This design comes from an exercise in tuning for small area and a short achievable clock period on the open sky130 flow, not from production work.
Function was checked by simulation only, so behaviour that the tests miss may differ from the original.

==> inputs of umber <==
// fifo
module fifo #(
    parameter len_data = 32,
    parameter len_fifo = 16,
    localparam bit_len = $clog2(len_fifo)
)(
    input                  clk,
    input                  rst_n,
    input                  i_write,
    input                  i_read,
    input  [len_data-1:0]  i_data,
    output [len_data-1:0]  o_data,
    output                 o_empty, o_full,
    output [bit_len:0]     dbg_counter  
);
==> module fifo, before the edit <==
module fifo #(
    parameter len_data = 32,
    parameter len_fifo = 16,
    localparam bit_len = $clog2(len_fifo)
)(
    input                  clk,
    input                  rst_n,
    input                  i_write,
    input                  i_read,
    input  [len_data-1:0]  i_data,
    output [len_data-1:0]  o_data,
    output                 o_empty, o_full,
    output [bit_len:0]     dbg_counter  
);
    reg [len_data-1:0] mem [1:15];
    reg [len_data-1:0] dout;
    reg [3:0]          wp, rp;       
    reg [bit_len:0]    count;
    reg                empty, full, one;
    assign o_data      = dout;
    assign o_empty     = empty;
    assign o_full      = full;
    assign dbg_counter = count;
    function [3:0] lfsr_next(input [3:0] s);
        lfsr_next = {s[2:0], s[3] ^ s[2]};
    endfunction
    wire w_acc = i_write & ~full;
    wire r_acc = i_read & ~empty;
    wire mem_we = i_write & ~full & ~empty;
    wire rp_adv = r_acc & (~one | i_write);
    wire ld_in  = empty | (one & i_read);
    wire ld_mem = i_read & ~empty & ~one;
    reg [len_data-1:0] head;
    integer k;
    always @* begin
        head = {len_data{1'b0}};
        for (k = 1; k < 16; k = k + 1)
            head = head | (mem[k] & {len_data{rp == k}});
    end
    always @(posedge clk) begin
        if (mem_we)
            mem[wp] <= i_data;
        if (ld_in)
            dout <= i_data;
        else if (ld_mem)
            dout <= head;
    end
    always @(posedge clk or negedge rst_n) begin
        if (!rst_n) begin
            wp    <= 4'd1;
            rp    <= 4'd1;
            count <= 0;
            empty <= 1'b1;
            full  <= 1'b0;
            one   <= 1'b0;
        end else begin
            if (mem_we)
                wp <= lfsr_next(wp);
            if (rp_adv)
                rp <= lfsr_next(rp);
            if (w_acc & ~r_acc) begin
                count <= count + 1'b1;
                empty <= 1'b0;
                full  <= (count == len_fifo - 1);
                one   <= empty;
            end else if (r_acc & ~w_acc) begin
                count <= count - 1'b1;
                empty <= one;
                full  <= 1'b0;
                one   <= (count == 2);
            end
        end
    end
endmodule
Settings: LEC_CHECK=0, CAP_MARGIN=20, CORE_MARGIN=2, CORE_UTILIZATION=45, SLEW_MARGIN=20; clock period 4.5 ns.
run.sh (not shown) runs the stock make flow with config.mk's settings and CLKGATE_MAP_FILE= SYNTH_SCRIPT=/design/flow/synth_recipe.tcl, a recipe that flattens the netlist after the stock synthesis.
==> sierra (differences from umber) <==
==> flow/design.v (replaced) <==
module fifo #(
    parameter len_data = 32,
    parameter len_fifo = 16,
    localparam bit_len = $clog2(len_fifo)
)(
    input                  clk,
    input                  rst_n,
    input                  i_write,
    input                  i_read,
    input  [len_data-1:0]  i_data,
    output [len_data-1:0]  o_data,
    output                 o_empty, o_full,
    output [bit_len:0]     dbg_counter  
);
    reg [len_data-1:0] sr [1:15];
    reg [len_data-1:0] dout;
    reg [15:0]         sel;
    reg [bit_len:0]    count;
    reg                ne;              
    wire full   = sel[15];             
    wire in_now = sel[0];              
    assign o_data      = dout;
    assign o_empty     = ~ne;
    assign o_full      = full;
    assign dbg_counter = count;
    wire [bit_len:0] cnt_up = count + 1'b1;
    wire [bit_len:0] cnt_dn = count - 1'b1;
    wire [15:0] sel_up = {sel[14:0], 1'b0};
    wire [15:0] sel_dn = {1'b0, sel[15:1]};
    reg [bit_len:0] count_n;
    reg ne_n;
    reg [15:0] sel_n;
    always @* begin
        case ({i_read, i_write})
        2'b00: begin
            count_n = count;
            ne_n    = ne;
            sel_n   = sel;
        end
        2'b01: begin
            count_n = full ? count : cnt_up;
            ne_n    = 1'b1;
            sel_n   = (~ne | full) ? sel : sel_up;
        end
        2'b10: begin
            count_n = ne ? cnt_dn : count;
            ne_n    = ne & ~(in_now);
            sel_n   = in_now ? sel : sel_dn;
        end
        default: begin
            count_n = ~ne ? cnt_up : full ? cnt_dn : count;
            ne_n    = 1'b1;
            sel_n   = full ? sel_dn : sel;
        end
        endcase
    end
    reg [len_data-1:0] nxt;
    integer k;
    always @* begin
        nxt = i_data & {len_data{sel[0]}};
        for (k = 1; k < 16; k = k + 1)
            nxt = nxt | (sr[k] & {len_data{sel[k]}});
    end
    always @(posedge clk) begin
        if (i_write & ~full) begin
            sr[1] <= i_data;
            for (k = 2; k < 16; k = k + 1)
                sr[k] <= sr[k-1];
        end
        if (~ne | i_read)
            dout <= nxt;
    end
    always @(posedge clk or negedge rst_n) begin
        if (!rst_n) begin
            sel   <= 16'd1;
            count <= 0;
            ne    <= 1'b0;
        end else begin
            sel   <= sel_n;
            count <= count_n;
            ne    <= ne_n;
        end
    end
endmodule
==> flow/flow/run.sh (new file) <==
#!/bin/bash
# The standard layout (standard.sh: the standard flow's synthesis, floorplan, place, CTS,
# route, finish), with one change: the port buffers that global placement
# inserts are plain buf_2 cells instead of the delay cells buffer_ports picks
# by default, and the resizer may change a cell for any of the same
# function (MATCH_CELL_FOOTPRINT=0). The whole make output is kept in flow_make.log.
set -euo pipefail
export BUFFER_PORTS_ARGS="-buffer_cell sky130_fd_sc_hd__buf_2"
bash standard.sh MATCH_CELL_FOOTPRINT=0 finish > flow_make.log 2>&1
==> flow/standard.sh (new file) <==
#!/bin/bash
# synth_recipe.tcl (not shown) runs the flow's synth.tcl, then flattens the netlist and writes it again
# the make line also repeats each setting of config.mk as NAME=value (left out here)
make -C /OpenROAD-flow-scripts/flow DESIGN_CONFIG=/design/flow/config.mk WORK_HOME=/design/flow/orfs CLKGATE_MAP_FILE= SYNTH_SCRIPT=/design/flow/synth_recipe.tcl "${@:-finish}"
--- a/flow/config.mk
+++ b/flow/config.mk
@@ -9,3 +9,6 @@
 export CORE_MARGIN = 2
-export CORE_UTILIZATION = 45
+export CORE_UTILIZATION = 40
+export CTS_CLUSTER_DIAMETER = 120
+export CTS_CLUSTER_SIZE = 30
+export SETUP_SLACK_MARGIN = 2.45
 export SLEW_MARGIN = 20
removed: flow/run.sh
==> impl_metrics.csv <==
group,metric,value,unit
worst_setup_path,crit_required,3600,ps
clocking,htreeDepth,1,
clocking,clock_sinks,534,
timing,post-route-period-util,0.4594,
run_status,status,"no timing/DRC/antenna violations",
placement,hpwl,23.57,mm
grt,grt_util_all_layers,0.1744,
(the above is from sierra)
==> impl_metrics.csv <==
group,metric,value,unit
placement,hpwl,31.46,mm
clocking,htreeDepth,2,
run_status,status,"no timing/DRC/antenna violations",
clocking,clock_sinks,528,
timing,post-route-period-util,0.6702,
(the above is from umber)

separate check: timing with driven ports:
How much do the figures lean on ideal ports? The routed layouts below were timed once more, with nothing changed but the port constraints. Step 1: set_driving_cell puts a clkbuf_16 on clk and a buf_2 on each other input, an assumption about the parent block. Step 2 adds t to the input delays and takes it off the output delays; t is the mean of the earliest and latest rising clock arrival at the registers after step 1. Input paths then give back, and output paths get back, about the clock's delay inside the block. a / b / c = ideal / step 1 / step 2; a / b = the first two.
run	t, ns	slack for setup (ns)	worst hold slack (ns)	cell pins on the clock port's net
umber	0.655	1.484 / 1.484 / 0.946	0.538 / 0.538 / 0.538	1
sierra	0.595	2.433 / 2.378 / 1.915	0.312 / 0.281 / 0.446	1
After both steps setup and hold are still met in every run listed. For umber, which loses most, drivers alone change the setup slack by 0.000 ns; drivers and shift together by -0.538 ns.
